Source: an optimization exercise on an open RTL-to-GDS flow (aim: small area). Production flows keep margins and buffers that such runs may drop.
The RTL was checked by simulation tests, not by an equivalence proof against the original design.
Power and IR drop assume default switching activity.

===== flow/config.mk =====
export PLATFORM = sky130hd
export DESIGN_NAME = dkong_audio
export DESIGN_NICKNAME = dkong_audio
export VERILOG_FILES = /design/flow/design.v
export SDC_FILE = /design/flow/constraint.sdc
export NUM_CORES = 4
export LEC_CHECK = 0
export ABC_AREA = 1
export CAP_MARGIN = 0
export CORE_MARGIN = 2
export CORE_UTILIZATION = 40
export GPL_TIMING_DRIVEN = 0
export SLEW_MARGIN = 0

===== flow/constraint.sdc =====
create_clock -name core_clock -period 40.0 [get_ports {clk}]
set_input_delay 8.0000 -clock core_clock [delete_from_list [all_inputs] [get_ports {clk}]]
set_output_delay 8.0000 -clock core_clock [all_outputs]
set_load 0.01 [all_outputs]

===== flow/design.v =====
module dkong_audio (
	input         clk,
	input         rst_n,
	input         dkjr,
	input   [7:0] snd_dat,
	input         decay_n,
	input   [2:0] sw,
	input   [7:0] wav_rom_do,
	output reg [15:0] sound,
	output [18:0] wav_rom_a
);
reg [8:0] cnt;
reg       en;
always @(posedge clk or negedge rst_n) begin
	if (!rst_n) begin
		cnt <= 9'd0;
		en  <= 1'b0;
	end else begin
		en  <= (cnt == 9'd499);
		cnt <= (cnt == 9'd499) ? 9'd0 : cnt + 9'd1;
	end
end
wire last = (cnt == 9'd499);    
reg exp_hit;
always @* begin
	case (count)
      15'd10: exp_hit = 1'b1;
      15'd29: exp_hit = 1'b1;
      15'd48: exp_hit = 1'b1;
      15'd67: exp_hit = 1'b1;
      15'd86: exp_hit = 1'b1;
      15'd105: exp_hit = 1'b1;
      15'd124: exp_hit = 1'b1;
      15'd144: exp_hit = 1'b1;
      15'd163: exp_hit = 1'b1;
      15'd183: exp_hit = 1'b1;
      15'd202: exp_hit = 1'b1;
      15'd222: exp_hit = 1'b1;
      15'd242: exp_hit = 1'b1;
      15'd262: exp_hit = 1'b1;
      15'd282: exp_hit = 1'b1;
      15'd302: exp_hit = 1'b1;
      15'd322: exp_hit = 1'b1;
      15'd342: exp_hit = 1'b1;
      15'd362: exp_hit = 1'b1;
      15'd382: exp_hit = 1'b1;
      15'd403: exp_hit = 1'b1;
      15'd423: exp_hit = 1'b1;
      15'd444: exp_hit = 1'b1;
      15'd465: exp_hit = 1'b1;
      15'd485: exp_hit = 1'b1;
      15'd506: exp_hit = 1'b1;
      15'd527: exp_hit = 1'b1;
      15'd548: exp_hit = 1'b1;
      15'd569: exp_hit = 1'b1;
      15'd591: exp_hit = 1'b1;
      15'd612: exp_hit = 1'b1;
      15'd633: exp_hit = 1'b1;
      15'd655: exp_hit = 1'b1;
      15'd677: exp_hit = 1'b1;
      15'd698: exp_hit = 1'b1;
      15'd720: exp_hit = 1'b1;
      15'd742: exp_hit = 1'b1;
      15'd764: exp_hit = 1'b1;
      15'd786: exp_hit = 1'b1;
      15'd808: exp_hit = 1'b1;
      15'd831: exp_hit = 1'b1;
      15'd853: exp_hit = 1'b1;
      15'd876: exp_hit = 1'b1;
      15'd898: exp_hit = 1'b1;
      15'd921: exp_hit = 1'b1;
      15'd944: exp_hit = 1'b1;
      15'd967: exp_hit = 1'b1;
      15'd990: exp_hit = 1'b1;
      15'd1013: exp_hit = 1'b1;
      15'd1036: exp_hit = 1'b1;
      15'd1060: exp_hit = 1'b1;
      15'd1083: exp_hit = 1'b1;
      15'd1107: exp_hit = 1'b1;
      15'd1131: exp_hit = 1'b1;
      15'd1155: exp_hit = 1'b1;
      15'd1179: exp_hit = 1'b1;
      15'd1203: exp_hit = 1'b1;
      15'd1227: exp_hit = 1'b1;
      15'd1251: exp_hit = 1'b1;
      15'd1276: exp_hit = 1'b1;
      15'd1300: exp_hit = 1'b1;
      15'd1325: exp_hit = 1'b1;
      15'd1350: exp_hit = 1'b1;
      15'd1375: exp_hit = 1'b1;
      15'd1400: exp_hit = 1'b1;
      15'd1425: exp_hit = 1'b1;
      15'd1451: exp_hit = 1'b1;
      15'd1476: exp_hit = 1'b1;
      15'd1502: exp_hit = 1'b1;
      15'd1528: exp_hit = 1'b1;
      15'd1554: exp_hit = 1'b1;
      15'd1580: exp_hit = 1'b1;
      15'd1606: exp_hit = 1'b1;
      15'd1633: exp_hit = 1'b1;
      15'd1659: exp_hit = 1'b1;
      15'd1686: exp_hit = 1'b1;
      15'd1713: exp_hit = 1'b1;
      15'd1740: exp_hit = 1'b1;
      15'd1767: exp_hit = 1'b1;
      15'd1794: exp_hit = 1'b1;
      15'd1821: exp_hit = 1'b1;
      15'd1849: exp_hit = 1'b1;
      15'd1877: exp_hit = 1'b1;
      15'd1905: exp_hit = 1'b1;
      15'd1933: exp_hit = 1'b1;
      15'd1961: exp_hit = 1'b1;
      15'd1989: exp_hit = 1'b1;
      15'd2018: exp_hit = 1'b1;
      15'd2047: exp_hit = 1'b1;
      15'd2076: exp_hit = 1'b1;
      15'd2105: exp_hit = 1'b1;
      15'd2134: exp_hit = 1'b1;
      15'd2163: exp_hit = 1'b1;
      15'd2193: exp_hit = 1'b1;
      15'd2223: exp_hit = 1'b1;
      15'd2253: exp_hit = 1'b1;
      15'd2283: exp_hit = 1'b1;
      15'd2313: exp_hit = 1'b1;
      15'd2344: exp_hit = 1'b1;
      15'd2375: exp_hit = 1'b1;
      15'd2406: exp_hit = 1'b1;
      15'd2437: exp_hit = 1'b1;
      15'd2468: exp_hit = 1'b1;
      15'd2500: exp_hit = 1'b1;
      15'd2532: exp_hit = 1'b1;
      15'd2564: exp_hit = 1'b1;
      15'd2596: exp_hit = 1'b1;
      15'd2628: exp_hit = 1'b1;
      15'd2661: exp_hit = 1'b1;
      15'd2694: exp_hit = 1'b1;
      15'd2727: exp_hit = 1'b1;
      15'd2760: exp_hit = 1'b1;
      15'd2794: exp_hit = 1'b1;
      15'd2828: exp_hit = 1'b1;
      15'd2862: exp_hit = 1'b1;
      15'd2896: exp_hit = 1'b1;
      15'd2930: exp_hit = 1'b1;
      15'd2965: exp_hit = 1'b1;
      15'd3000: exp_hit = 1'b1;
      15'd3036: exp_hit = 1'b1;
      15'd3071: exp_hit = 1'b1;
      15'd3107: exp_hit = 1'b1;
      15'd3143: exp_hit = 1'b1;
      15'd3179: exp_hit = 1'b1;
      15'd3216: exp_hit = 1'b1;
      15'd3253: exp_hit = 1'b1;
      15'd3290: exp_hit = 1'b1;
      15'd3328: exp_hit = 1'b1;
      15'd3365: exp_hit = 1'b1;
      15'd3403: exp_hit = 1'b1;
      15'd3442: exp_hit = 1'b1;
      15'd3481: exp_hit = 1'b1;
      15'd3520: exp_hit = 1'b1;
      15'd3559: exp_hit = 1'b1;
      15'd3599: exp_hit = 1'b1;
      15'd3639: exp_hit = 1'b1;
      15'd3679: exp_hit = 1'b1;
      15'd3720: exp_hit = 1'b1;
      15'd3761: exp_hit = 1'b1;
      15'd3802: exp_hit = 1'b1;
      15'd3844: exp_hit = 1'b1;
      15'd3886: exp_hit = 1'b1;
      15'd3928: exp_hit = 1'b1;
      15'd3971: exp_hit = 1'b1;
      15'd4014: exp_hit = 1'b1;
      15'd4058: exp_hit = 1'b1;
      15'd4102: exp_hit = 1'b1;
      15'd4147: exp_hit = 1'b1;
      15'd4191: exp_hit = 1'b1;
      15'd4237: exp_hit = 1'b1;
      15'd4282: exp_hit = 1'b1;
      15'd4329: exp_hit = 1'b1;
      15'd4375: exp_hit = 1'b1;
      15'd4422: exp_hit = 1'b1;
      15'd4470: exp_hit = 1'b1;
      15'd4518: exp_hit = 1'b1;
      15'd4566: exp_hit = 1'b1;
      15'd4615: exp_hit = 1'b1;
      15'd4665: exp_hit = 1'b1;
      15'd4715: exp_hit = 1'b1;
      15'd4765: exp_hit = 1'b1;
      15'd4816: exp_hit = 1'b1;
      15'd4868: exp_hit = 1'b1;
      15'd4920: exp_hit = 1'b1;
      15'd4973: exp_hit = 1'b1;
      15'd5026: exp_hit = 1'b1;
      15'd5080: exp_hit = 1'b1;
      15'd5135: exp_hit = 1'b1;
      15'd5190: exp_hit = 1'b1;
      15'd5246: exp_hit = 1'b1;
      15'd5302: exp_hit = 1'b1;
      15'd5359: exp_hit = 1'b1;
      15'd5417: exp_hit = 1'b1;
      15'd5476: exp_hit = 1'b1;
      15'd5535: exp_hit = 1'b1;
      15'd5595: exp_hit = 1'b1;
      15'd5656: exp_hit = 1'b1;
      15'd5717: exp_hit = 1'b1;
      15'd5780: exp_hit = 1'b1;
      15'd5843: exp_hit = 1'b1;
      15'd5907: exp_hit = 1'b1;
      15'd5972: exp_hit = 1'b1;
      15'd6037: exp_hit = 1'b1;
      15'd6104: exp_hit = 1'b1;
      15'd6172: exp_hit = 1'b1;
      15'd6240: exp_hit = 1'b1;
      15'd6310: exp_hit = 1'b1;
      15'd6380: exp_hit = 1'b1;
      15'd6452: exp_hit = 1'b1;
      15'd6525: exp_hit = 1'b1;
      15'd6599: exp_hit = 1'b1;
      15'd6674: exp_hit = 1'b1;
      15'd6750: exp_hit = 1'b1;
      15'd6827: exp_hit = 1'b1;
      15'd6906: exp_hit = 1'b1;
      15'd6986: exp_hit = 1'b1;
      15'd7067: exp_hit = 1'b1;
      15'd7150: exp_hit = 1'b1;
      15'd7234: exp_hit = 1'b1;
      15'd7320: exp_hit = 1'b1;
      15'd7407: exp_hit = 1'b1;
      15'd7496: exp_hit = 1'b1;
      15'd7587: exp_hit = 1'b1;
      15'd7679: exp_hit = 1'b1;
      15'd7773: exp_hit = 1'b1;
      15'd7869: exp_hit = 1'b1;
      15'd7967: exp_hit = 1'b1;
      15'd8067: exp_hit = 1'b1;
      15'd8169: exp_hit = 1'b1;
      15'd8274: exp_hit = 1'b1;
      15'd8380: exp_hit = 1'b1;
      15'd8489: exp_hit = 1'b1;
      15'd8601: exp_hit = 1'b1;
      15'd8715: exp_hit = 1'b1;
      15'd8832: exp_hit = 1'b1;
      15'd8952: exp_hit = 1'b1;
      15'd9075: exp_hit = 1'b1;
      15'd9202: exp_hit = 1'b1;
      15'd9331: exp_hit = 1'b1;
      15'd9465: exp_hit = 1'b1;
      15'd9602: exp_hit = 1'b1;
      15'd9743: exp_hit = 1'b1;
      15'd9889: exp_hit = 1'b1;
      15'd10039: exp_hit = 1'b1;
      15'd10193: exp_hit = 1'b1;
      15'd10353: exp_hit = 1'b1;
      15'd10519: exp_hit = 1'b1;
      15'd10690: exp_hit = 1'b1;
      15'd10868: exp_hit = 1'b1;
      15'd11053: exp_hit = 1'b1;
      15'd11245: exp_hit = 1'b1;
      15'd11445: exp_hit = 1'b1;
      15'd11654: exp_hit = 1'b1;
      15'd11872: exp_hit = 1'b1;
      15'd12101: exp_hit = 1'b1;
      15'd12341: exp_hit = 1'b1;
      15'd12593: exp_hit = 1'b1;
      15'd12860: exp_hit = 1'b1;
      15'd13142: exp_hit = 1'b1;
      15'd13443: exp_hit = 1'b1;
      15'd13763: exp_hit = 1'b1;
      15'd14106: exp_hit = 1'b1;
      15'd14475: exp_hit = 1'b1;
      15'd14875: exp_hit = 1'b1;
      15'd15312: exp_hit = 1'b1;
      15'd15792: exp_hit = 1'b1;
      15'd16326: exp_hit = 1'b1;
      15'd16927: exp_hit = 1'b1;
      15'd17614: exp_hit = 1'b1;
      15'd18416: exp_hit = 1'b1;
      15'd19379: exp_hit = 1'b1;
      15'd20585: exp_hit = 1'b1;
      15'd22200: exp_hit = 1'b1;
      15'd24652: exp_hit = 1'b1;
      15'd29926: exp_hit = 1'b1;
      15'd32767: exp_hit = 1'b1;
		default: exp_hit = 1'b0;
	endcase
end
reg [8:0]  dsample;
reg        dpls;
reg [7:0]  expval;
reg [14:0] count;
reg [15:0] dlat;       
always @(posedge clk or negedge rst_n) begin
	if (!rst_n) begin
		dsample <= 9'd0;
		dpls <= 1'b0;
		expval <= 8'd255;
		count <= 15'd0;
		dlat[7:0] <= 8'd0;
	end else begin
		dsample <= dsample + 9'd1;
		dpls <= (dsample == 9'd511);
		if (dpls) begin
			if (!decay_n) begin
				count <= (count == 15'h7FF0) ? 15'h7FF0 : count + 15'd1;
				if (exp_hit)
					expval <= (expval == 8'd0) ? 8'd0 : expval - 8'd1;
			end else begin
				expval <= (expval == 8'd255) ? 8'd255 : expval + 8'd1;
				count <= 15'd0;
			end
			dlat[7:0] <= expval;
		end
	end
end
always @(posedge clk) begin
	if (dpls)
		dlat[15:8] <= {~snd_dat[7], snd_dat[6:0]};
end
reg [11:0] wsample;
reg        wpls;
wire       wsend = (wsample == 12'd3915);
always @(posedge clk or negedge rst_n) begin
	if (!rst_n) begin
		wsample <= 12'd0;
		wpls <= 1'b0;
	end else begin
		wsample <= wsend ? 12'd0 : {wsample[10:0], ~(wsample[11] ^ wsample[10] ^ wsample[9] ^ wsample[3])};
		wpls <= wsend;
	end
end
wire foot_rq = sw[2] & ~dkjr;
wire jump_rq = sw[1] & ~dkjr;
reg old_foot, old_jump, jedge;
reg busy, mj, mf;
reg [14:0] ad;
wire fedge = ~old_foot & foot_rq;
wire trig = (~busy & (jedge | fedge)) | (busy & mf & jedge);
wire [14:0] ad_end = mj ? 15'h2E20 : mf ? 15'h4750 : 15'h1750;
always @(posedge clk or negedge rst_n) begin
	if (!rst_n) begin
		old_foot <= 1'b0;
		old_jump <= 1'b0;
		jedge <= 1'b0;
		busy <= 1'b0;
		mj <= 1'b0;
		mf <= 1'b0;
		ad <= 15'd0;
	end else begin
		old_foot <= foot_rq;
		old_jump <= jump_rq;
		jedge <= ~old_jump & jump_rq;
		if (trig) begin
			busy <= 1'b1;
			mj <= jedge;
			mf <= ~jedge;
			ad <= jedge ? 15'h1000 : 15'h3000;
		end else if (wpls) begin
			if (ad == ad_end)
				busy <= 1'b0;
			else
				ad <= ad + 15'd1;
		end
	end
end
assign wav_rom_a = {4'b0010, ad};
reg [21:0] sqc;
reg        sqh;
reg        sq_uf;
reg [14:0] s1;
wire       sqend = (sqc == 22'd2463828);
always @(posedge clk or negedge rst_n) begin
	if (!rst_n) begin
		sqc <= 22'd0;
		sqh <= 1'b1;
		sq_uf <= 1'b0;
	end else begin
		sqc <= sqend ? 22'd0 : {sqc[20:0], ~(sqc[21] ^ sqc[20])};
		if (sqend)
			sqh <= 1'b1;
		else if (sqc == 22'd2790992)
			sqh <= 1'b0;
		if (en)
			sq_uf <= sqh;
	end
end
wire s_keep = sq_uf ? (s1 < 15'd16356) : (s1 > 15'd28);
reg [12:0] ws;
reg        wl;            
always @(posedge clk)
	if (en)
		wl <= sw[0];
wire w_keep = wl ? (ws < 13'd6799) : (ws > 13'd27);
reg [15:0] c5;
reg [15:0] CH, CG, CF;
reg        first;
reg        uf5;
reg [2:0]  a5;        
wire [16:0] wl5 = {1'b0, CH} + 17'd15179;
always @(posedge clk or negedge rst_n) begin
	if (!rst_n) begin
		c5 <= 16'd0;
		uf5 <= 1'b0;
		a5 <= 3'd0;
		CH <= 16'd14769;
	end else begin
		c5 <= ({1'b0, c5} < wl5) ? c5 + 16'd1 : 16'd0;
		if (cnt == 9'd7 && !first) CH <= CG;
		if (cnt == 9'd8 && !first) CH <= CF;
		if (en) begin
			uf5 <= (c5 < CH);
			case (a5)
				3'd0: a5 <= uf5 ? 3'd1 : 3'd0;
				3'd1: a5 <= uf5 ? 3'd2 : 3'd0;
				3'd2: a5 <= uf5 ? 3'd3 : 3'd1;
				3'd3: a5 <= uf5 ? 3'd3 : 3'd4;
				3'd4: a5 <= uf5 ? 3'd3 : 3'd5;
				3'd5: a5 <= uf5 ? 3'd4 : 3'd0;
				default: a5 <= 3'd0;
			endcase
		end
	end
end
reg signed [18:0] A;
reg [15:0] xr0, xr1, xr2, y0, y1, P, wo, l3, h2, lw2, h1;
reg [13:0] m, l4;
reg [5:0]  dlt;       
reg [1:0]  nu;        
reg [7:0]  rnd;
reg [6:0]  dcur;
wire a5nz = (a5 != 3'd0);
wire l3_pos = ~l3[15] & (l3 != 16'd0);
wire l3_ltm4 = l3[15] & (l3 < 16'hFFFC) & ~first;
wire [7:0] dt = {xr2[6:0], P[13]};
wire       dge = dt >= {1'b0, dcur};
wire [7:0] dsub = dt - {1'b0, dcur};
wire [9:0] tl = 10'd256 + P[9:0];
wire [6:0] nla = tl[9] ? {1'b1, tl[8:3]} : {1'b0, tl[7:2]};
reg  [8:0] nl;
always @* begin
	case (nla)
      7'd0: nl = 9'd63;
      7'd1: nl = 9'd63;
      7'd2: nl = 9'd63;
      7'd3: nl = 9'd63;
      7'd4: nl = 9'd63;
      7'd5: nl = 9'd63;
      7'd6: nl = 9'd63;
      7'd7: nl = 9'd63;
      7'd8: nl = 9'd63;
      7'd9: nl = 9'd63;
      7'd10: nl = 9'd63;
      7'd11: nl = 9'd63;
      7'd12: nl = 9'd63;
      7'd13: nl = 9'd63;
      7'd14: nl = 9'd63;
      7'd15: nl = 9'd63;
      7'd16: nl = 9'd63;
      7'd17: nl = 9'd63;
      7'd18: nl = 9'd63;
      7'd19: nl = 9'd66;
      7'd20: nl = 9'd69;
      7'd21: nl = 9'd72;
      7'd22: nl = 9'd75;
      7'd23: nl = 9'd78;
      7'd24: nl = 9'd81;
      7'd25: nl = 9'd84;
      7'd26: nl = 9'd87;
      7'd27: nl = 9'd90;
      7'd28: nl = 9'd92;
      7'd29: nl = 9'd95;
      7'd30: nl = 9'd98;
      7'd31: nl = 9'd101;
      7'd32: nl = 9'd103;
      7'd33: nl = 9'd106;
      7'd34: nl = 9'd108;
      7'd35: nl = 9'd111;
      7'd36: nl = 9'd114;
      7'd37: nl = 9'd117;
      7'd38: nl = 9'd119;
      7'd39: nl = 9'd121;
      7'd40: nl = 9'd124;
      7'd41: nl = 9'd126;
      7'd42: nl = 9'd128;
      7'd43: nl = 9'd131;
      7'd44: nl = 9'd133;
      7'd45: nl = 9'd136;
      7'd46: nl = 9'd138;
      7'd47: nl = 9'd140;
      7'd48: nl = 9'd143;
      7'd49: nl = 9'd145;
      7'd50: nl = 9'd147;
      7'd51: nl = 9'd149;
      7'd52: nl = 9'd152;
      7'd53: nl = 9'd154;
      7'd54: nl = 9'd156;
      7'd55: nl = 9'd158;
      7'd56: nl = 9'd160;
      7'd57: nl = 9'd162;
      7'd58: nl = 9'd164;
      7'd59: nl = 9'd167;
      7'd60: nl = 9'd169;
      7'd61: nl = 9'd171;
      7'd62: nl = 9'd173;
      7'd63: nl = 9'd175;
      7'd64: nl = 9'd177;
      7'd65: nl = 9'd181;
      7'd66: nl = 9'd185;
      7'd67: nl = 9'd189;
      7'd68: nl = 9'd192;
      7'd69: nl = 9'd192;
      7'd70: nl = 9'd192;
      7'd71: nl = 9'd192;
      7'd72: nl = 9'd192;
      7'd73: nl = 9'd192;
      7'd74: nl = 9'd192;
      7'd75: nl = 9'd192;
      7'd76: nl = 9'd192;
      7'd77: nl = 9'd192;
      7'd78: nl = 9'd192;
      7'd79: nl = 9'd192;
      7'd80: nl = 9'd192;
      7'd81: nl = 9'd192;
      7'd82: nl = 9'd192;
      7'd83: nl = 9'd192;
      7'd84: nl = 9'd192;
      7'd85: nl = 9'd192;
      7'd86: nl = 9'd192;
      7'd87: nl = 9'd192;
      7'd88: nl = 9'd192;
      7'd89: nl = 9'd192;
      7'd90: nl = 9'd192;
      7'd91: nl = 9'd192;
      7'd92: nl = 9'd192;
      7'd93: nl = 9'd192;
      7'd94: nl = 9'd192;
      7'd95: nl = 9'd192;
      7'd96: nl = 9'd192;
      7'd97: nl = 9'd192;
      7'd98: nl = 9'd192;
      7'd99: nl = 9'd192;
      7'd100: nl = 9'd192;
      7'd101: nl = 9'd192;
      7'd102: nl = 9'd192;
      7'd103: nl = 9'd192;
      7'd104: nl = 9'd192;
      7'd105: nl = 9'd192;
      7'd106: nl = 9'd192;
      7'd107: nl = 9'd192;
      7'd108: nl = 9'd192;
      7'd109: nl = 9'd192;
      7'd110: nl = 9'd192;
      7'd111: nl = 9'd192;
      7'd112: nl = 9'd192;
      7'd113: nl = 9'd192;
      7'd114: nl = 9'd192;
      7'd115: nl = 9'd192;
      7'd116: nl = 9'd192;
      7'd117: nl = 9'd192;
      7'd118: nl = 9'd192;
      7'd119: nl = 9'd192;
      7'd120: nl = 9'd192;
      7'd121: nl = 9'd192;
      7'd122: nl = 9'd192;
      7'd123: nl = 9'd192;
      7'd124: nl = 9'd192;
      7'd125: nl = 9'd192;
      7'd126: nl = 9'd192;
      7'd127: nl = 9'd192;
		default: nl = 9'd0;
	endcase
end
reg clr, neg, sh;
reg [4:0] src;
reg wr_ws, wr_dlt, wr_x0, wr_y0, wr_P, wr_wo, wr_l3, wr_h2, wr_lw2, wr_h1, wr_l4, wr_m, wr_s1, wr_CG, wr_CF;
reg lfsr, vload, dload, dstep;
always @* begin
	clr = 0; neg = 0; sh = 0; src = 0;
	wr_ws = 0; wr_dlt = 0; wr_x0 = 0; wr_y0 = 0; wr_P = 0; wr_wo = 0; wr_l3 = 0; wr_h2 = 0; wr_lw2 = 0; wr_h1 = 0; wr_l4 = 0; wr_m = 0; wr_s1 = 0; wr_CG = 0; wr_CF = 0;
	lfsr = 0; vload = 0; dload = 0; dstep = 0;
	case (cnt)
      9'd1: begin clr = 1; src = (w_keep ? 5'd11 : (wl ? 5'd6 : 5'd0)); end
      9'd2: begin neg = (wl ? 1'b0 : 1'b1); src = (w_keep ? 5'd3 : 5'd0); end
      9'd3: begin neg = 1'b1; src = 5'd11; end
      9'd4: begin wr_dlt = 1; end
      9'd5: begin src = 5'd11; end
      9'd6: begin wr_ws = 1; end
      9'd7: begin clr = 1; sh = 1; src = (xr0[0] ? 5'd13 : 5'd0); end
      9'd8: begin sh = 1; src = (xr0[1] ? 5'd13 : 5'd0); end
      9'd9: begin sh = 1; src = (xr0[2] ? 5'd13 : 5'd0); end
      9'd10: begin sh = 1; src = (xr0[3] ? 5'd13 : 5'd0); end
      9'd11: begin sh = 1; src = (xr0[4] ? 5'd13 : 5'd0); end
      9'd12: begin sh = 1; src = (xr0[5] ? 5'd13 : 5'd0); end
      9'd13: begin sh = 1; src = (xr0[6] ? 5'd13 : 5'd0); end
      9'd14: begin sh = 1; src = (xr0[7] ? 5'd13 : 5'd0); end
      9'd15: begin wr_x0 = 1; end
      9'd16: begin clr = 1; neg = 1'b1; src = 5'd14; end
      9'd17: begin neg = 1'b1; src = 5'd16; end
      9'd18: begin src = 5'd17; end
      9'd19: begin neg = 1'b1; sh = 1; src = 5'd18; end
      9'd20: begin neg = 1'b1; sh = 1; src = 5'd15; end
      9'd21: begin sh = 1; src = 5'd18; end
      9'd22: begin neg = 1'b1; src = 5'd14; end
      9'd23: begin neg = 1'b1; src = 5'd16; end
      9'd24: begin sh = 1; src = 5'd17; end
      9'd25: begin neg = 1'b1; src = 5'd15; end
      9'd26: begin sh = 1; src = 5'd17; end
      9'd27: begin neg = 1'b1; src = 5'd14; end
      9'd28: begin neg = 1'b1; sh = 1; src = 5'd16; end
      9'd29: begin neg = 1'b1; src = 5'd15; end
      9'd30: begin sh = 1; src = 5'd18; end
      9'd31: begin sh = 1; end
      9'd32: begin src = 5'd14; end
      9'd33: begin src = 5'd16; end
      9'd34: begin neg = 1'b1; sh = 1; src = 5'd18; end
      9'd35: begin sh = 1; src = 5'd15; end
      9'd36: begin sh = 1; src = 5'd18; end
      9'd37: begin sh = 1; src = 5'd17; end
      9'd38: begin sh = 1; src = 5'd18; end
      9'd39: begin sh = 1; src = 5'd17; end
      9'd40: begin src = 5'd17; end
      9'd41: begin neg = 1'b1; src = 5'd18; end
      9'd42: begin wr_y0 = 1; end
      9'd43: begin clr = 1; neg = 1'b1; src = 5'd27; end
      9'd44: begin sh = 1; src = 5'd28; end
      9'd45: begin sh = 1; end
      9'd46: begin sh = 1; end
      9'd47: begin sh = 1; end
      9'd48: begin neg = 1'b1; src = 5'd27; end
      9'd49: begin sh = 1; src = 5'd28; end
      9'd50: begin sh = 1; end
      9'd51: begin sh = 1; end
      9'd52: begin src = 5'd27; end
      9'd53: begin neg = 1'b1; sh = 1; src = 5'd28; end
      9'd54: begin sh = 1; end
      9'd55: begin sh = 1; end
      9'd56: begin sh = 1; end
      9'd57: begin sh = 1; end
      9'd58: begin sh = 1; end
      9'd59: begin sh = 1; end
      9'd60: begin sh = 1; end
      9'd61: begin sh = 1; end
      9'd62: begin src = 5'd28; end
      9'd63: begin wr_l4 = 1; end
      9'd64: begin clr = 1; sh = 1; src = 5'd28; end
      9'd65: begin src = 5'd5; end
      9'd66: begin vload = 1; end
      9'd67: begin dstep = 1; end
      9'd68: begin dstep = 1; end
      9'd69: begin dstep = 1; end
      9'd70: begin dstep = 1; end
      9'd71: begin dstep = 1; end
      9'd72: begin dstep = 1; end
      9'd73: begin dstep = 1; end
      9'd74: begin dstep = 1; end
      9'd75: begin dstep = 1; end
      9'd76: begin dstep = 1; end
      9'd77: begin dstep = 1; end
      9'd78: begin dstep = 1; end
      9'd79: begin dstep = 1; end
      9'd80: begin dstep = 1; end
      9'd81: begin clr = 1; neg = 1'b1; sh = 1; src = 5'd10; end
      9'd82: begin sh = 1; end
      9'd83: begin sh = 1; end
      9'd84: begin sh = 1; src = 5'd10; end
      9'd85: begin sh = 1; end
      9'd86: begin sh = 1; src = 5'd10; end
      9'd87: begin sh = 1; end
      9'd88: begin sh = 1; src = 5'd10; end
      9'd89: begin sh = 1; end
      9'd90: begin neg = 1'b1; sh = 1; src = 5'd10; end
      9'd91: begin sh = 1; end
      9'd92: begin sh = 1; end
      9'd93: begin src = 5'd10; end
      9'd94: begin wr_CG = 1; end
      9'd95: begin clr = 1; src = 5'd2; end
      9'd96: begin neg = 1'b1; sh = 1; src = 5'd28; end
      9'd97: begin src = 5'd7; end
      9'd98: begin dload = 1; end
      9'd99: begin clr = 1; sh = 1; src = 5'd28; end
      9'd100: begin src = 5'd5; end
      9'd101: begin vload = 1; end
      9'd102: begin dstep = 1; end
      9'd103: begin dstep = 1; end
      9'd104: begin dstep = 1; end
      9'd105: begin dstep = 1; end
      9'd106: begin dstep = 1; end
      9'd107: begin dstep = 1; end
      9'd108: begin dstep = 1; end
      9'd109: begin dstep = 1; end
      9'd110: begin dstep = 1; end
      9'd111: begin dstep = 1; end
      9'd112: begin dstep = 1; end
      9'd113: begin dstep = 1; end
      9'd114: begin dstep = 1; end
      9'd115: begin dstep = 1; end
      9'd116: begin clr = 1; neg = 1'b1; sh = 1; src = 5'd10; end
      9'd117: begin sh = 1; end
      9'd118: begin sh = 1; end
      9'd119: begin sh = 1; src = 5'd10; end
      9'd120: begin sh = 1; end
      9'd121: begin sh = 1; src = 5'd10; end
      9'd122: begin sh = 1; end
      9'd123: begin sh = 1; src = 5'd10; end
      9'd124: begin sh = 1; end
      9'd125: begin neg = 1'b1; sh = 1; src = 5'd10; end
      9'd126: begin sh = 1; end
      9'd127: begin sh = 1; end
      9'd128: begin src = 5'd10; end
      9'd129: begin wr_CF = 1; end
      9'd130: begin clr = 1; sh = 1; src = 5'd17; end
      9'd131: begin sh = 1; end
      9'd132: begin src = 5'd19; end
      9'd133: begin src = 5'd20; end
      9'd134: begin wr_P = 1; end
      9'd135: begin clr = 1; src = (l3_ltm4 ? 5'd1 : 5'd21); end
      9'd136: begin src = (l3_ltm4 ? 5'd1 : 5'd21); end
      9'd137: begin sh = 1; src = (l3_pos ? 5'd21 : 5'd0); end
      9'd138: begin wr_wo = 1; end
      9'd139: begin clr = 1; neg = 1'b1; src = 5'd22; end
      9'd140: begin sh = 1; src = 5'd21; end
      9'd141: begin sh = 1; end
      9'd142: begin sh = 1; end
      9'd143: begin sh = 1; end
      9'd144: begin sh = 1; end
      9'd145: begin src = 5'd22; end
      9'd146: begin neg = 1'b1; sh = 1; src = 5'd21; end
      9'd147: begin sh = 1; end
      9'd148: begin sh = 1; end
      9'd149: begin sh = 1; end
      9'd150: begin sh = 1; end
      9'd151: begin src = 5'd22; end
      9'd152: begin neg = 1'b1; sh = 1; src = 5'd21; end
      9'd153: begin sh = 1; end
      9'd154: begin sh = 1; end
      9'd155: begin src = 5'd21; end
      9'd156: begin wr_l3 = 1; end
      9'd157: begin clr = 1; neg = 1'b1; src = 5'd22; end
      9'd158: begin neg = 1'b1; src = (a5nz ? 5'd24 : 5'd0); end
      9'd159: begin sh = 1; src = 5'd23; end
      9'd160: begin sh = 1; end
      9'd161: begin sh = 1; end
      9'd162: begin sh = 1; end
      9'd163: begin neg = 1'b1; src = 5'd22; end
      9'd164: begin neg = 1'b1; src = (a5nz ? 5'd24 : 5'd0); end
      9'd165: begin sh = 1; src = 5'd23; end
      9'd166: begin sh = 1; end
      9'd167: begin sh = 1; end
      9'd168: begin neg = 1'b1; src = 5'd22; end
      9'd169: begin neg = 1'b1; src = (a5nz ? 5'd24 : 5'd0); end
      9'd170: begin sh = 1; src = 5'd23; end
      9'd171: begin sh = 1; end
      9'd172: begin sh = 1; end
      9'd173: begin sh = 1; end
      9'd174: begin sh = 1; end
      9'd175: begin sh = 1; end
      9'd176: begin sh = 1; end
      9'd177: begin sh = 1; end
      9'd178: begin sh = 1; end
      9'd179: begin src = 5'd22; end
      9'd180: begin src = (a5nz ? 5'd24 : 5'd0); end
      9'd181: begin neg = 1'b1; src = 5'd23; end
      9'd182: begin wr_h2 = 1; end
      9'd183: begin clr = 1; src = (a5nz ? 5'd24 : 5'd0); end
      9'd184: begin src = 5'd9; end
      9'd185: begin wr_lw2 = 1; end
      9'd186: begin clr = 1; neg = 1'b1; src = 5'd24; end
      9'd187: begin neg = 1'b1; src = 5'd25; end
      9'd188: begin sh = 1; src = 5'd26; end
      9'd189: begin sh = 1; end
      9'd190: begin src = 5'd24; end
      9'd191: begin src = 5'd25; end
      9'd192: begin neg = 1'b1; sh = 1; src = 5'd26; end
      9'd193: begin sh = 1; end
      9'd194: begin src = 5'd24; end
      9'd195: begin src = 5'd25; end
      9'd196: begin neg = 1'b1; sh = 1; src = 5'd26; end
      9'd197: begin sh = 1; end
      9'd198: begin neg = 1'b1; src = 5'd24; end
      9'd199: begin neg = 1'b1; src = 5'd25; end
      9'd200: begin sh = 1; src = 5'd26; end
      9'd201: begin sh = 1; end
      9'd202: begin sh = 1; end
      9'd203: begin sh = 1; end
      9'd204: begin sh = 1; end
      9'd205: begin sh = 1; end
      9'd206: begin sh = 1; end
      9'd207: begin sh = 1; end
      9'd208: begin sh = 1; end
      9'd209: begin sh = 1; end
      9'd210: begin src = 5'd24; end
      9'd211: begin src = 5'd25; end
      9'd212: begin neg = 1'b1; src = 5'd26; end
      9'd213: begin wr_h1 = 1; lfsr = 1; end
      9'd214: begin clr = 1; src = 5'd11; end
      9'd215: begin neg = 1'b1; sh = 1; src = 5'd12; end
      9'd216: begin sh = 1; end
      9'd217: begin sh = 1; end
      9'd218: begin sh = 1; src = 5'd11; end
      9'd219: begin neg = 1'b1; sh = 1; src = 5'd12; end
      9'd220: begin neg = 1'b1; sh = 1; src = 5'd11; end
      9'd221: begin neg = 1'b1; sh = 1; src = 5'd12; end
      9'd222: begin neg = 1'b1; sh = 1; src = 5'd11; end
      9'd223: begin sh = 1; end
      9'd224: begin neg = 1'b1; sh = 1; src = 5'd12; end
      9'd225: begin sh = 1; src = 5'd11; end
      9'd226: begin neg = 1'b1; sh = 1; src = 5'd12; end
      9'd227: begin neg = 1'b1; sh = 1; src = 5'd11; end
      9'd228: begin sh = 1; src = 5'd12; end
      9'd229: begin sh = 1; end
      9'd230: begin sh = 1; end
      9'd231: begin sh = 1; src = 5'd12; end
      9'd232: begin sh = 1; src = 5'd11; end
      9'd233: begin sh = 1; src = 5'd12; end
      9'd234: begin sh = 1; src = 5'd11; end
      9'd235: begin neg = 1'b1; sh = 1; src = 5'd12; end
      9'd236: begin sh = 1; end
      9'd237: begin sh = 1; end
      9'd238: begin neg = 1'b1; src = 5'd11; end
      9'd239: begin sh = 1; src = 5'd12; end
      9'd240: begin sh = 1; end
      9'd241: begin sh = 1; end
      9'd242: begin neg = 1'b1; src = 5'd11; end
      9'd243: begin sh = 1; src = 5'd12; end
      9'd244: begin sh = 1; end
      9'd245: begin src = 5'd11; end
      9'd246: begin neg = 1'b1; sh = 1; src = 5'd12; end
      9'd247: begin sh = 1; end
      9'd248: begin src = 5'd11; end
      9'd249: begin sh = 1; src = 5'd12; end
      9'd250: begin wr_m = 1; end
      9'd251: begin clr = 1; src = (s_keep ? 5'd12 : (sq_uf ? 5'd8 : 5'd0)); end
      9'd252: begin neg = (sq_uf ? 1'b0 : 1'b1); src = (s_keep ? 5'd4 : 5'd0); end
      9'd253: begin wr_s1 = 1; end
		default: ;
	endcase
end
wire [4:0] t_K27 = 5'd27;
wire [4:0] t_K28 = 5'd28;
wire [12:0] t_K5900 = 13'd5900;
wire [12:0] t_K6826 = 13'd6826;
wire [13:0] t_K10484 = 14'd10484;
wire [14:0] t_K16384 = 15'd16384;
wire [2:0] t_NOISE = {1'b0, rnd[7:6]} - 3'd2;
wire [16:0] t_NLS = {nl, 8'd0};
wire [12:0] t_W = ws;
wire [14:0] t_S1 = s1;
wire [15:0] t_BB = {xr0[15:8], xr0[15:8]};
wire [15:0] t_X0 = xr0;
wire [15:0] t_X1 = xr1;
wire [15:0] t_X2 = xr2;
wire [15:0] t_Y0 = y0;
wire [15:0] t_Y1 = y1;
wire [11:0] t_Y0S4 = y0[15:4];
wire [15:0] t_O = wo;
wire [15:0] t_L3 = l3;
wire [15:0] t_H2 = h2;
wire [15:0] t_LW2 = lw2;
wire [15:0] t_H1 = h1;
wire [5:0] t_DLT = dlt;
wire [2:0] t_NU = {1'b0, nu} - 3'd2;
wire [13:0] t_M = m;
wire [13:0] t_L4 = l4;
reg [18:0] opv;
wire [4:0] srcg = (first && src >= 5'd13) ? 5'd0 : src;
always @* begin
	case (srcg)
		5'd0: opv = {18'd0, 1'b0};
		5'd1: opv = {19{1'b1}};
		5'd2: opv = {18'd0, 1'b1};
		5'd3: opv = {14'd0, t_K27};
		5'd4: opv = {14'd0, t_K28};
		5'd5: opv = {6'd0, t_K5900};
		5'd6: opv = {6'd0, t_K6826};
		5'd7: opv = {5'd0, t_K10484};
		5'd8: opv = {4'd0, t_K16384};
		5'd9: opv = {{16{t_NOISE[2]}}, t_NOISE};
		5'd10: opv = {2'd0, t_NLS};
		5'd11: opv = {6'd0, t_W};
		5'd12: opv = {4'd0, t_S1};
		5'd13: opv = {{3{t_BB[15]}}, t_BB};
		5'd14: opv = {{3{t_X0[15]}}, t_X0};
		5'd15: opv = {{3{t_X1[15]}}, t_X1};
		5'd16: opv = {{3{t_X2[15]}}, t_X2};
		5'd17: opv = {{3{t_Y0[15]}}, t_Y0};
		5'd18: opv = {{3{t_Y1[15]}}, t_Y1};
		5'd19: opv = {{7{t_Y0S4[11]}}, t_Y0S4};
		5'd20: opv = {{3{t_O[15]}}, t_O};
		5'd21: opv = {{3{t_L3[15]}}, t_L3};
		5'd22: opv = {{3{t_H2[15]}}, t_H2};
		5'd23: opv = {{3{t_LW2[15]}}, t_LW2};
		5'd24: opv = {{3{t_H1[15]}}, t_H1};
		5'd25: opv = {{13{t_DLT[5]}}, t_DLT};
		5'd26: opv = {{16{t_NU[2]}}, t_NU};
		5'd27: opv = {5'd0, t_M};
		5'd28: opv = {5'd0, t_L4};
		default: opv = 19'd0;
	endcase
end
wire [18:0] base = clr ? 19'd0 : A;
wire [18:0] sum = base + (opv ^ {19{neg}}) + {18'd0, neg};
always @(posedge clk)
	A <= sh ? {sum[18], sum[18:1]} : sum;
always @(posedge clk or negedge rst_n) begin
	if (!rst_n) begin
		first <= 1'b1;
		xr1 <= 16'd0;
		y0 <= 16'd0;
		rnd <= 8'd255;
		dcur <= 7'd81;
		ws <= 13'd0;
		s1 <= 15'd0;
	end else begin
		if (last) begin
			first <= 1'b0;
			xr1 <= xr0;
		end
		if (wr_y0) y0 <= {A[18], A[14:0]};
		if (dload) dcur <= A[13:7];
		if (lfsr) rnd <= {rnd[6:5], rnd[4], rnd[3] ^ rnd[7], rnd[2] ^ rnd[7], rnd[1] ^ rnd[7], rnd[0], rnd[7]};
		if (wr_ws && !first) ws <= A[12:0];
		if (wr_s1) s1 <= A[14:0];
	end
end
always @(posedge clk) begin
	if (last)
		xr0 <= dlat;
	else if (wr_x0)
		xr0 <= A[15:0];
	if (last)
		xr2 <= xr1;
	else if (vload)
		xr2[6:0] <= 7'd0;
	else if (dstep)
		xr2[6:0] <= dge ? dsub[6:0] : dt[6:0];
	if (vload || wr_P)
		P <= A[15:0];
	else if (dstep)
		P <= {P[14:0], dge};
	if (wr_y0) y1 <= y0;
	if (wr_wo) wo <= A[15:0];
	if (wr_l3) l3 <= A[15:0];
	if (wr_h2) h2 <= A[15:0];
	if (wr_lw2) lw2 <= A[15:0];
	if (wr_h1) h1 <= A[15:0];
	if (wr_dlt) dlt <= A[5:0];
	if (lfsr) nu <= rnd[7:6];
	if (wr_l4) l4 <= A[13:0];
	if (wr_m) m <= A[13:0];
	if (wr_CG) CG <= A[15:0];
	if (wr_CF) CF <= A[15:0];
end
wire [15:0] wav_term = dkjr ? 16'd0 : {{3{~wav_rom_do[7]}}, wav_rom_do[6:0], 6'b0};
always @(posedge clk)
	if (en)
		sound <= wav_term + P;
endmodule

===== flow/flow/run.sh =====
#!/bin/bash
# Own flow: the standard layout (standard.sh) with two changes:
#  - synthesis maps logic with a different ABC area script (flow/abc_area.script);
#    everything else in synthesis, including the flip-flop mapping, is the standard one;
#  - the clock tree uses larger sink clusters and no dummy loads.
# Each tool's full output goes to a log file in this folder.
set -euo pipefail
rm -rf scripts
cp -r "$FLOW_HOME/scripts" scripts
cp flow/abc_area.script scripts/abc_area.script
bash standard.sh SCRIPTS_DIR="$PWD/scripts" \
  CTS_ARGS="-sink_clustering_enable -repair_clock_nets -sink_clustering_size 15 -sink_clustering_max_diameter 80 -dont_use_dummy_load" \
  finish > standard.log 2>&1

===== flow/flow/abc_area.script =====
strash
&get -n
&fraig -x
&put
scorr
dc2
strash
&get -n
&dch -f
&nf -R 1000
&put
strash
dc2
&get -n
&dch -f
&nf -R 1000
&put
topo
stime -c
upsize -c
dnsize -c

===== flow/standard.sh =====
#!/bin/bash
# synth_recipe.tcl (not shown) runs the flow's synth.tcl, then flattens the netlist and writes it again
# the make line also repeats each setting of config.mk as NAME=value (left out here)
make -C /OpenROAD-flow-scripts/flow DESIGN_CONFIG=/design/flow/config.mk WORK_HOME=/design/flow/orfs CLKGATE_MAP_FILE= SYNTH_SCRIPT=/design/flow/synth_recipe.tcl "${@:-finish}"

==> results of run 1 <==
-- flip-flops by register name, summed over array words and instances (netlist names), 15 cells and up --
name	cells
sound	16
xr2	16
P	16
dlat	16
sqc	22
lw2	16
CF	16
xr1	16
l3	16
h1	16
c5	16
CG	16
y0	16
h2	16
wo	16
xr0	16
count	15
CH	16
ad	15
A	19
s1	15
y1	16
-- synthesized netlist by cell type, drive strengths merged, types with 57 or more instances --
cell type	number	area (sq um)
ha	88	1100
edfxtp	237	7120
a21oi	155	798
nor2b	57	359
nor3	108	556
nand2	285	1120
mux2	88	991
nor2	230	916
dfrtp	192	4800
nand3	72	365
o21ai	101	513
clkinv	67	251
-- critical path, delay by kind of cell --
family / cells / cell delay [ns]
xor gates and xnor gates: 1 / 0.09
adders and majority gates: 1 / 0.26
buffers and inverters: 2 / 0.81
AOI/OAI and AO/OA: 8 / 1.29
and+or+nand+nor: 1 / 0.22
-- per-layer routing --
metal / track usage / vias to the layer above
li1: - / 9573
met3: 0.0349 / 181
met4: 0.0993 / 2
met2: 0.428 / 1010
met1: 0.337 / 10526
met5: 0 / -
-- worst min-delay path by stage --
stage                                  to  slack, ns               start
final                     jedge$_DFF_PN0_       0.39  old_jump$_DFF_PN0_
after global routing      jedge$_DFF_PN0_       0.42  old_jump$_DFF_PN0_
after CTS                 jedge$_DFF_PN0_       0.40  old_jump$_DFF_PN0_
after detailed placement  jedge$_DFF_PN0_       0.39  old_jump$_DFF_PN0_
after global placement    jedge$_DFF_PN0_       0.38  old_jump$_DFF_PN0_
after floorplan           jedge$_DFF_PN0_       0.38  old_jump$_DFF_PN0_
-- power groups by stage --
stage                     registers, mW  logic [mW]  clock network [mW]
after floorplan                   0.523     0.00464                   0
after global placement            0.523      0.0131                   0
after detailed placement          0.523      0.0142                   0
after CTS                         0.513      0.0143               0.350
after global routing              0.513      0.0158               0.369
final                             0.513      0.0137               0.345
-- logic make-up after synthesis --
family          count (synthesis)  share of synthesized area
other cells                     2                   0.000294
mux                            93                     0.0409
buf+inv                        89                     0.0137
xor+xnor                       86                     0.0295
compound gates                616                      0.164
simple gates                  995                      0.195
fa+ha+maj                      91                     0.0455
flops                         477                      0.512
-- final cells by class --
type / instances / area, sq um / area share
Clock buffer: 39 / 976 / 0.0342
Multi-Input combinational cell: 1885 / 12200 / 0.427
Inverter: 69 / 260 / 0.00912
Timing Repair Buffer: 75 / 892 / 0.0313
Buffer: 20 / 90.1 / 0.00316
Sequential cell: 477 / 13100 / 0.458
Tap cell: 846 / 1060 / 0.0371
-- cell usage in the layout, fill, tap and decap left out, types with 52 or more instances in the layout --
cell,n
sky130_fd_sc_hd__edfxtp_1,237
sky130_fd_sc_hd__ha_1,88
sky130_fd_sc_hd__o21ai_0,95
sky130_fd_sc_hd__nand2_1,268
sky130_fd_sc_hd__nor2b_1,55
sky130_fd_sc_hd__xnor2_1,53
sky130_fd_sc_hd__nor3_1,101
sky130_fd_sc_hd__clkdlybuf4s50_1,52
sky130_fd_sc_hd__nand3_1,70
sky130_fd_sc_hd__dfrtp_1,192
sky130_fd_sc_hd__nor2_1,204
sky130_fd_sc_hd__mux2_1,87
sky130_fd_sc_hd__o22ai_1,53
sky130_fd_sc_hd__clkinv_1,66
sky130_fd_sc_hd__a21oi_1,149
-- metrics by stage --
step / cell area, sq um / worst slack (ns)
final: 28500 / 29.66
after global routing: 28500 / 29.38
after CTS: 28500 / 29.64
after detailed placement: 27500 / 29.02
after global placement: 27100 / 21.08
after floorplan: 25500 / 30.09
==> metrics list, run 1 <==
- CP Cell Sequence: clkdlybuf4s50_1 > nand2b_1 > clkinv_1 > ha_1 > a21o_1 > a21oi_1 > o21bai_1 > a21oi_1 > o21bai_1 > a21oi_1 > o21bai_1 > a21oi_1 > xnor2_1
- Starting Density: 0.405
- Length of routed met3 wiring: 6100 um
* Critical path fanouts, max: 10
- X dimension of the die: 257 um
- Across the run, the number of max-cap violations was 1.
- First-pass GRT wire length: 130000 um
- After detailed routing, the total wire length is 85700 um.
- Counting the fill cells in the layout gives 5940.
* Nature of the critical path startpoint: input pin
- Via density per instance: 6.24
- Vert. Die Dim: 257 um
- Type of the worst setup path: in2reg
- Worst-case register-to-register setup slack: 30.07 ns
- Number of instances in the synthesized netlist: 2449
* Post-detail-place hpwl: 60700 um
* Met1 Routed Length: 35300 um
- In this run the remaining antenna-violating nets after routing total 0.
* Transition time of the tightest slew-check pin: 1.56 ns
* Number of levels the H-tree was split into: 2
- Via count of the first global-routing pass: 20783
- Combinational Power Share: 0.016
- Post-CTS sizing: 0
* Flip-flop cell with the highest count after synthesis: sky130_fd_sc_hd__edfxtp_1
* GRT Total Usage: 0.256
- The clock reaches the later pin of the worst-skew pair after 0.58 ns.
* Flops & latches, synth: 477
- Counting stages on the worst path, the most repeated cell is sky130_fd_sc_hd__a21oi_1.
* Weighted congestion reported at the end of routability-driven placement: 0.965
- For this run, the register share of the synthesized area comes to 0.512.
- CTS placed an instance of sky130_fd_sc_hd__clkbuf_16 at the clock tree root.
- The number of antenna diodes in the final layout is 0.
- Rel. slew slack: -0.0462
- The first detailed-routing pass took 6 iterations.
* Final std cells w/o fill: 3411
- Total I/O pin count: 58
* Reg2reg end: A[17]$_DFF_P_
- Counting tap cells, the placed design contains a total of 3371 instances.
* Largest net degree at the start of global routing: 104
* Count of final max-slew check failures: 13
* Port-buffer cells: 53
* Clock-pin slew on the worst setup and hold paths: 0.07 ns
- Number of vias after detailed routing: 21292
* Floorplan die area: 65800 sq um
* Antenna violations before repair: 1
- Delay of the slowest critical-path stage: 0.73 ns
- Post-synth EDFFs: 237
- Number of setup violations in the final report: 0
* Worst hold slack: 0.393 ns
- Worst hold path type: reg2reg
* Fin. Hold Viols: 0
* Routed wire per std cell: 25.1 um
* Clock network fraction of total power: 0.396
* Number of clock buffers inserted by TritonCTS: 39
- Of the cells placed in the final design, the portion with a size suffix greater than 1 is 0.0686.
* Number of warnings issued by yosys: 1
- In this run the mean area of a mapped cell was 10.4 sq um.
* Number of placement rows: 92
- After synthesis the cells add up to 25500 sq um.
- Internal power component: 0.690 mW
- IR analysis of the VDD net gives a maximum drop of 0.0299 mV.
* Setup TNS after final layout: 0 ns
* Count of cells along the worst register-to-register path: 40
* Net switching power figure: 0.181 mW
* Worst flop-to-flop path startpoint: cnt[0]$_DFF_PN0_
- TritonCTS built the clock tree.
- The clock passes through at most 3 buffers.
- Final setup skew: 0.0514 ns
* SO Viols: capacitance limit, slew limit
- Clock sink count: 477
* Crit-path slowest cell: sky130_fd_sc_hd__clkdlybuf4s50_1
- The analysis attributes to cell leakage a power of 10.3 nW.
* Synthesis-to-finish area growth: 11.8%
* CORE AREA: 63100 sq um
* Depth of the worst hold-timing path: 1
- Final routed DRC violation total: 0
* Final net count: 2681
- In the synthesized netlist the async set-or-reset flop fraction comes to 0.463.
- Post-route total power: 0.871 mW
- Proportion of power drawn by flip-flops and latches: 0.589
* Result of the run: complete, but fails checks
- Summed over all nets, wire length on met2 after detailed routing comes to 40800 um.
- Netlist cell types: 91
- Crit share post-route: 0.258
- Dividing total power by cell area gives a power density of 30.5 nW/um^2.
- Remaining global-route overflow: 0
- Timing would allow up to 96.7 MHz.
* Switching portion of total power: 0.208
* Crit path capture: sound[15]$_DFFE_PP_
* Data arrival at the endpoint of the critical path: 10.67 ns
- The worst setup path is captured at a flip-flop.
- Setup repair after global routing left no endpoint under its margin.
- Post-CTS timing repair inserted 0 buffers for setup.
- Tracing the worst setup path back leads to its startpoint at dkjr.
* WP data required: 40.33 ns
* Top Metal Used: met5
- The clock period could shrink to 10.34 ns.
- Count of routing violations after the opening detailed-route iteration: 2363
* Hold buffers post-CTS: 0
* Share of the core filled with cells: 0.452
==> inputs of run 2 (changes only) <==
==> flow/flow/run.sh (replaced) <==
#!/bin/bash
# Own flow: the standard layout (standard.sh) with two changes:
#  - synthesis maps logic with a different ABC area script (flow/abc_area.script);
#    everything else in synthesis, including the flip-flop mapping, is the standard one;
#  - the clock tree uses larger sink clusters (25 sinks) and no dummy loads.
# Each tool's full output goes to a log file in this folder.
set -euo pipefail
rm -rf scripts
cp -r "$FLOW_HOME/scripts" scripts
cp flow/abc_area.script scripts/abc_area.script
bash standard.sh SCRIPTS_DIR="$PWD/scripts" \
  CTS_ARGS="-sink_clustering_enable -repair_clock_nets -sink_clustering_size 25 -sink_clustering_max_diameter 100 -dont_use_dummy_load" \
  finish > standard.log 2>&1
--- a/flow/config.mk
+++ b/flow/config.mk
@@ -6,8 +6,8 @@
 export NUM_CORES = 4
 export LEC_CHECK = 0
 export ABC_AREA = 1
-export CAP_MARGIN = 0
+export CAP_MARGIN = 20
 export CORE_MARGIN = 2
 export CORE_UTILIZATION = 40
 export GPL_TIMING_DRIVEN = 0
-export SLEW_MARGIN = 0
+export SLEW_MARGIN = 20
==> run 2 against run 1 <==
  * Now clean on timing, DRC and antenna
  * Core utilization shrank 0.68 points
  * Clock power shrank 26%
  * First-iteration DRC count increased by 5.0%
  * Area after synthesis did not move
  * Clock skew is 0.0031 ns lower
  * Critical path depth unchanged
  * Global-route usage is 0.47 points lower
  * Non-clock buffer count down 4
  * Hold slack better by 0.012 ns
  * Critical endpoint unchanged
  * Highest routed layer unchanged
==> metrics list, run 2 <==
* Cell Area, Synth: 25500 sq um (unchanged)
- Weighted congestion reported at the end of routability-driven placement: 0.965 (unchanged)
* Vert. Die Dim: 257 um (unchanged)
* Transition time of the tightest slew-check pin: 1.04 ns (-0.519 ns)
- Leaving out fill and tap cells, the most frequent cells in the layout are sky130_fd_sc_hd__nand2_1 (268), sky130_fd_sc_hd__edfxtp_1 (237), sky130_fd_sc_hd__nor2_1 (201), sky130_fd_sc_hd__dfrtp_1 (190), sky130_fd_sc_hd__a21oi_1 (149).
* RSZ-0062 raised after global routing: false
- Fraction of layout cells with a size suffix above 1: 0.0652 (-0.00339)
* Dominant cell by count in the synthesized netlist: sky130_fd_sc_hd__nand2_1
* Combinational family with the most area after synthesis: simple AND/OR/NAND/NOR gates
- Fin. Hold Viols: 0 (unchanged)
* Flip-flop cell with the highest count after synthesis: sky130_fd_sc_hd__edfxtp_1
* Via density per instance: 6.23 (-0.15%)
- Xor/xnor cell area share of the yosys netlist: 0.0295 (unchanged)
- Area fraction in and, or, nand and nor cells after synthesis: 0.195 (unchanged)
- The post-layout minimum cycle time was 10.36 ns (+0.0227 ns).
- The global routing usage on met2 came to 0.423 (-0.00503).
- The async set or reset register ratio after synthesis came to 0.463 (unchanged).
- In the final layout, the registers with the most flip-flops are sqc: 22 flops, A: 19 flops.
- Netlist cell types: 91 (unchanged)
* Synthesis-to-finish area growth: 10.1%
- Post-Synth Adder-Cell Area: 0.0455 (unchanged)
* Clock sink count: 477 (unchanged)
- Data arrival at the endpoint of the critical path: 10.70 ns (+0.03 ns)
* Crit path setup slack, layout: 29.64 ns (-0.0227 ns)
- Dominant cells by area after synthesis: sky130_fd_sc_hd__edfxtp_1 (28%), sky130_fd_sc_hd__dfrtp_1 (19%), sky130_fd_sc_hd__ha_1 (4.3%)
* GRT Total Usage: 0.251 (-0.00472)
- The standby leakage power came to 10.1 nW (-2.2%).
* Starting Density: 0.405 (unchanged)
- Worst hold path type: reg2reg
* Result of the run: timing/DRC/antenna clean
* Clock-pin slew on the worst setup and hold paths: 0.10 ns (+0.03 ns)
* Max reg flops: 22 (unchanged)
* Postcts setup bufs: 0 (unchanged)
- Summed over all instances, the cell type with the most area after synthesis is sky130_fd_sc_hd__edfxtp_1.
- Post-detail-place hpwl: 60800 um (+0.22%)
* Worst setup path startpoint: dkjr
- Final net count: 2661 (-0.75%)
- The number of buffers on the longest clock path came to 3 (unchanged).
- Met1 demand-to-capacity share in global routing: 0.330 (-0.00680)
- The worst-path maximum fanout came to 10 (unchanged).
- Worst flop-to-flop path startpoint: cnt[0]$_DFF_PN0_
- The worst setup timing slack at the placement stage is 29.04 ns (+0.0118 ns).
* Most flops, register: sqc
- Worst voltage drop across the vdd grid: 0.0276 mV (-7.7%)
- Crit-path slowest cell: sky130_fd_sc_hd__clkdlybuf4s50_1
- The sequential share of the synthesized area came to 0.512 (unchanged).
* X dimension of the die: 257 um (unchanged)
- Power density of the placed cells: 27.8 nW/um^2 (-9.0%)
- By instance count, the cell type seen most on the critical path is sky130_fd_sc_hd__a21oi_1.
- Floorplan die area: 65800 sq um (unchanged)
- The total clock buffers created by CTS came to 23 (-41%).
- Flops & latches, synth: 477 (unchanged)
- TritonCTS built the clock tree.
- The number of maximum-capacitance constraint violations is 0 (-1).
- The placed standard-cell area came to 27500 sq um (about the same).
- Post-CTS sizing: 0 (unchanged)
- The delay of the slowest critical-path stage is 0.73 ns (about the same).
- Worst hold slack: 0.405 ns (+0.0120 ns)
* Final setup skew: 0.0483 ns (-0.00312 ns)
- The number of flops mapped to enable cells by yosys was 237 (unchanged).
* Share of the synthesized area in compound gates (AO/OA/AOI/OAI): 0.164 (unchanged)
- The number of pins exceeding their max-slew limit in the final report was 0 (-13).
* Routed wire per std cell: 25.1 um (-0.34%)
- Critical Path End Type: flip-flop
* Cell area after layout: 28100 sq um (-1.5%)
- The number of global-route vias before repair was 20641 (-0.68%).
- First-pass GRT wire length: 129000 um (-1.3%)
- Fraction of synthesized area in multiplexers: 0.0409 (unchanged)
- The kind of cell with the highest combined delay along the critical path is compound AO/OA/AOI/OAI gates.
* Clk latency of the worst-skew pair: 0.59 ns (about the same)
- Post-route ant nets: 0 (unchanged)
* Clock tree root driver cell: sky130_fd_sc_hd__clkbuf_16
- The met3 usage is 0.0318 (-0.00306).
- The synthesized area divided by synthesized cell count was 10.4 sq um (unchanged).
- The number of port buffers was 53 (unchanged).
- The area of the core was 63100 sq um (unchanged).
- Largest net degree at the start of global routing: 95 (-8.7%)
- The achievable frequency came to 96.5 MHz (-0.22%).
- The required time of the worst setup path was 40.34 ns (about the same).
* Antenna violations before repair: 1 (unchanged)
* Number of vias after detailed routing: 21136 (-0.73%)
* Number of instances in the synthesized netlist: 2449 (unchanged)
- The startpoint identified for the worst hold timing path is old_jump$_DFF_PN0_.
* Rel. slew slack: 0.303 (+0.349)
* Number of placement rows: 92 (unchanged)
- The diode insertion count for antenna repair came to 0 (unchanged).
- Type of the worst setup path: in2reg
- The setup TNS after final layout is 0 ns (unchanged).
- The total of hold buffers inserted after clock tree synthesis came to 0 (unchanged).
- Ranked by instance count, the synthesized netlist is headed by sky130_fd_sc_hd__nand2_1 (268), sky130_fd_sc_hd__edfxtp_1 (237), sky130_fd_sc_hd__nor2_1 (217), sky130_fd_sc_hd__dfrtp_1 (192), sky130_fd_sc_hd__a21oi_1 (149).
- The first-iteration detailed-routing DRC count is 2480 (+5.0%).
- Critical path buffers and inverters: 2 (unchanged)
- Final routed DRC violation total: 0 (unchanged)
* Nature of the critical path startpoint: input pin
* Total I/O pin count: 58 (unchanged)
- Post-Route WL: 85000 um (-0.92%)
* Crit share post-route: 0.259 (+0.000567)
* Number of levels the H-tree was split into: 1 (-1)
- Area share of the largest cell type after synthesis: 0.279 (unchanged)
* Number of warnings issued by yosys: 1 (unchanged)
- The final number of setup-violating endpoints came to 0 (unchanged).
* Remaining global-route overflow: 0 (unchanged)
- Global route hottest layer: met2
- CP Cell Sequence: clkdlybuf4s50_1 > nand2b_1 > clkinv_1 > ha_1 > a21o_1 > a21oi_1 > o21bai_1 > a21oi_1 > o21bai_1 > a21oi_1 > o21bai_1 > a21oi_1 > xnor2_1
- Leading cell type in the layout, fill and taps excluded: sky130_fd_sc_hd__nand2_1
- Pre-Repair DR Iteration Count: 8 (+2)
==> run 2: cell counts after synthesis <==
Identical to the previous run, type by type.
==> run 2: metal layers <==
metal	share of wire	wire, um
met2	0.47	40200
met1	0.41	34900
met3	0.073	6170
met4	0.043	3670
met5	0.00015	13
==> run 2: report_power, final <==
group	switching, mW	internal [mW]	leakage, nW
clock network	0.151	0.103	0.283
registers	0.000640	0.512	4.81
logic	0.00800	0.00569	5.02
==> run 2: logic make-up (layout without fill, tap and decap cells) <==
logic type               count (synthesis)  after routing
AND/OR/NAND/NOR                        995            995
AO/OA/AOI/OAI                          616            616
flip-flops                             477            477
multiplexers                            93             93
adder cells (fa/ha/maj)                 91             91
buffers and inverters                   89            183
XOR/XNOR                                86             86
other                                    2              4
==> run 2: per-stage QoR <==
step | std cells | total power [mW] | utilization
final | 3391 | 0.781 | 0.446
after global routing | 3391 | 0.806 | 0.446
after CTS | 3391 | 0.787 | 0.446
after detailed placement | 3368 | 0.537 | 0.436
after global placement | 3350 | 0.536 | 0.430
after floorplan | 2451 | 0.528 | -
==> run 2: final timing paths <==
path / endpoint / slack, ns / cells past startpoint
max: sound[15]$_DFFE_PP_ / 29.64 / 13
max reg2reg: A[17]$_DFF_P_ / 30.37 / 40
min in group asynchronous: c5[7]$_DFF_PN0_ / 7.31 / 1
min reg2reg: jedge$_DFF_PN0_ / 0.41 / 1
min: jedge$_DFF_PN0_ / 0.41 / 1
max in group asynchronous: rnd[1]$_DFFE_PN1N_ / 31.78 / 2
==> run 2: cell type report <==
cell class              count  area [sq um]
multi-input cells        1885         12300
repair buffers             71           805
inverters                  69           260
fillers                  5978         35000
flip-flops and latches    477         13100
clock buffers              23           576
well taps                 846          1060
plain buffers              20          90.1
==> inputs of run 3 (changes only) <==
==> flow/flow/run.sh (replaced) <==
#!/bin/bash
# Own flow: the standard layout (standard.sh) with two changes:
#  - synthesis maps logic with a different ABC area script (flow/abc_area.script);
#    everything else in synthesis, including the flip-flop mapping, is the standard one;
#  - the clock tree uses larger sink clusters (25 sinks) and no dummy loads;
#  - the port buffers (every input and output still gets one) are buf_1 cells.
# Each tool's full output goes to a log file in this folder.
set -euo pipefail
rm -rf scripts
cp -r "$FLOW_HOME/scripts" scripts
cp flow/abc_area.script scripts/abc_area.script
bash standard.sh SCRIPTS_DIR="$PWD/scripts" \
  CTS_ARGS="-sink_clustering_enable -repair_clock_nets -sink_clustering_size 25 -sink_clustering_max_diameter 100 -dont_use_dummy_load" \
  BUFFER_PORTS_ARGS="-buffer_cell sky130_fd_sc_hd__buf_1" \
  finish > standard.log 2>&1
==> run 3 against run 2 <==
  * Final area fell by 0.69%
  * Area after synthesis is the same
  * Still clean on timing, DRC and antenna
  * Final cell count rose by 0.24%
  * Die area unchanged
  * Clock-buffer cell count is 1 higher
  * Synthesized cell count unchanged
==> metrics list, run 3 <==
- Ranked by flip-flop count, first place goes to sqc.
- The final routed DRC violation total came to 0 (unchanged).
- Flip-flop cell with the highest count after synthesis: sky130_fd_sc_hd__edfxtp_1
- Clock sink count: 477 (unchanged)
- Antenna violations before repair: 0 (-1)
- Sorting the synthesized cells by area gives the leading types as sky130_fd_sc_hd__edfxtp_1 (28%), sky130_fd_sc_hd__dfrtp_1 (19%), sky130_fd_sc_hd__ha_1 (4.3%).
* Worst voltage drop across the vdd grid: 0.0242 mV (-12%)
* Result of the run: timing/DRC/antenna clean
* Length of routed met3 wiring: 6600 um (+6.9%)
* Starting Density: 0.405 (unchanged)
* Remaining global-route overflow: 0 (unchanged)
- The worst setup path is captured at a flip-flop.
- GRT Total Usage: 0.254 (+0.00314)
* Static leakage: 10.1 nW (-0.63%)
- Leaving out fill and tap cells, the most frequent cell in the layout is sky130_fd_sc_hd__nand2_1.
- The top-area cell type share of the netlist area is 0.279 (unchanged).
- From synthesis to final layout, the design area changed by 9.38%.
- The die width came to 257 um (unchanged).
- Via density per instance: 6.37 (+2.2%)
- Largest net degree at the start of global routing: 36 (-62%)
- The final weighted congestion of routability-driven global placement was 0.971 (+0.56%).
- The actual transition at the worst max-transition pin is 1.21 ns (+0.162 ns).
* Share of the core filled with cells: 0.443 (-0.00305)
- The critical path in this run is classified as in2reg.
- The sequential share of the synthesized area was 0.512 (unchanged).
- The cell count after synthesis is 2449 (unchanged).
* Top Metal Used: met4
- Max reg flops: 22 (unchanged)
* Final min period: 10.0 ns (-0.364 ns)
* Worst hold path type: reg2reg
- The number of top-level pins came to 58 (unchanged).
- The number of placement rows came to 92 (unchanged).
- The number of buffers inserted by post-CTS setup repair was 0 (unchanged).
- The die height came to 257 um (unchanged).
- The worst hold path depth was 1 (unchanged).
- The met1 wire length was 34600 um (-0.82%).
* Pre-Repair DR Iteration Count: 7 (-1)
- The number of buffers on the longest clock path is 3 (unchanged).
* Top post-synthesis cells by count: sky130_fd_sc_hd__nand2_1 (268), sky130_fd_sc_hd__edfxtp_1 (237), sky130_fd_sc_hd__nor2_1 (217), sky130_fd_sc_hd__dfrtp_1 (192), sky130_fd_sc_hd__a21oi_1 (149)
* Flops & latches, synth: 477 (unchanged)
- The number of flops mapped to enable cells by yosys was 237 (unchanged).
- The largest registers in the layout are sqc: 22 flops, A: 19 flops.
* Number of vias after detailed routing: 21656 (+2.5%)
* Number of levels the H-tree was split into: 1 (unchanged)
- The final number of setup-violating endpoints is 0 (unchanged).
- Diodes inserted: 0 (unchanged)
* Clock tree root driver cell: sky130_fd_sc_hd__clkbuf_16
- The first-iteration detailed-routing DRC count was 2726 (+9.9%).
- The post-cts resize count is 0 (unchanged).
run 3: logic make-up (layout without fill, tap and decap cells):
kind of cell / count (synthesis) / in the layout / share of synthesized area
buf+inv: 89 / 191 / 0.0137
fa+ha+maj: 91 / 91 / 0.0455
flops: 477 / 477 / 0.512
xor+xnor: 86 / 86 / 0.0295
simple gates: 995 / 995 / 0.195
other cells: 2 / 4 / 0.000294
mux: 93 / 93 / 0.0409
compound gates: 616 / 616 / 0.164
run 3: metrics by stage:
stage / std cells / power (mW) / hold WS (ns) / setup slack [ns]
3_5_place_dp: 3375 / 0.537 / 0.398 / 29.38
5_1_grt: 3399 / 0.812 / 0.430 / 29.78
6_report: 3399 / 0.786 / 0.401 / 30.00
2_1_floorplan: 2451 / 0.528 / 0.378 / 30.09
4_1_cts: 3399 / 0.794 / 0.405 / 29.99
3_3_place_gp: 3350 / 0.534 / 0.385 / 19.34
run 3: critical path, stage by stage:
cell and delay, ns:
sky130_fd_sc_hd__buf_1 0.37, sky130_fd_sc_hd__nand2b_1 0.22, sky130_fd_sc_hd__clkinv_1 0.08, sky130_fd_sc_hd__ha_1 0.28, sky130_fd_sc_hd__a21o_1 0.17, sky130_fd_sc_hd__a21oi_1 0.22, sky130_fd_sc_hd__o21bai_1 0.09, sky130_fd_sc_hd__a21oi_1 0.23
sky130_fd_sc_hd__o21bai_1 0.09, sky130_fd_sc_hd__a21oi_1 0.23, sky130_fd_sc_hd__o21bai_1 0.09, sky130_fd_sc_hd__a21oi_1 0.20, sky130_fd_sc_hd__xnor2_1 0.09
run 3: layer usage:
metal	track usage	vias up
met5	0	-
met4	0.108	0
met3	0.0334	253
met2	0.423	1158
met1	0.333	10703
li1	-	9542
run 3: power breakdown:
| group | switching, mW | internal [mW] | total [mW] | leakage (nW) |
|---|---|---|---|---|
| Combinational | 0.00833 | 0.00500 | 0.0133 | 4.95 |
| Clock | 0.153 | 0.107 | 0.260 | 0.296 |
| Sequential | 0.000676 | 0.512 | 0.513 | 4.81 |
run 3: area by class of cell:
class	count	area, sq um
Fill cell	6012	35200
Timing Repair Buffer	78	606
Buffer	20	90.1
Sequential cell	477	13100
Clock buffer	24	601
Multi-Input combinational cell	1885	12200
Inverter	69	260
Tap cell	846	1060
run 3: final timing paths:
check,from,endpoint,slack (ns)
setup reg to reg,cnt[0]$_DFF_PN0_,A[17]$_DFF_P_,30.43
max in group asynchronous,rst_n,sqh$_DFFE_PN1P_,31.28
min in group asynchronous,rst_n,c5[5]$_DFF_PN0_,7.40
hold / removal,old_jump$_DFF_PN0_,jedge$_DFF_PN0_,0.40
setup / recovery,dkjr,sound[15]$_DFFE_PP_,30.00
hold reg to reg,old_jump$_DFF_PN0_,jedge$_DFF_PN0_,0.40

-- afterwards: timing with drivers on the ports --
Ports are ideal in the flow. The routed layouts listed here were re-timed in OpenROAD.
Step 1 assumes that a clkbuf_16 drives the clock port and a buf_2 every other input.
Step 2 adds t to the input delays and takes it off the output delays; t is the mean of the earliest and latest rising clock arrival at the registers after step 1. Input paths then give back, and output paths get back, about the clock's delay inside the block.
Three values: no drivers, after step 1, after step 2; two values: the first two.
run	t (ns)	setup slack, ns	worst setup path at the end	worst register clock-pin slew, ns	pins driven straight from the clock port
run 1	0.617	29.663 / 29.692 / 29.076	input to register	0.07 / 0.07	1
run 2	0.615	29.640 / 29.671 / 29.056	input to register	0.10 / 0.10	1
run 3	0.613	30.004 / 30.038 / 29.425	input to register	0.10 / 0.10	1
The setup slack of run 1, which loses most, moves by +0.029 ns with the drivers and by -0.587 ns with both steps.
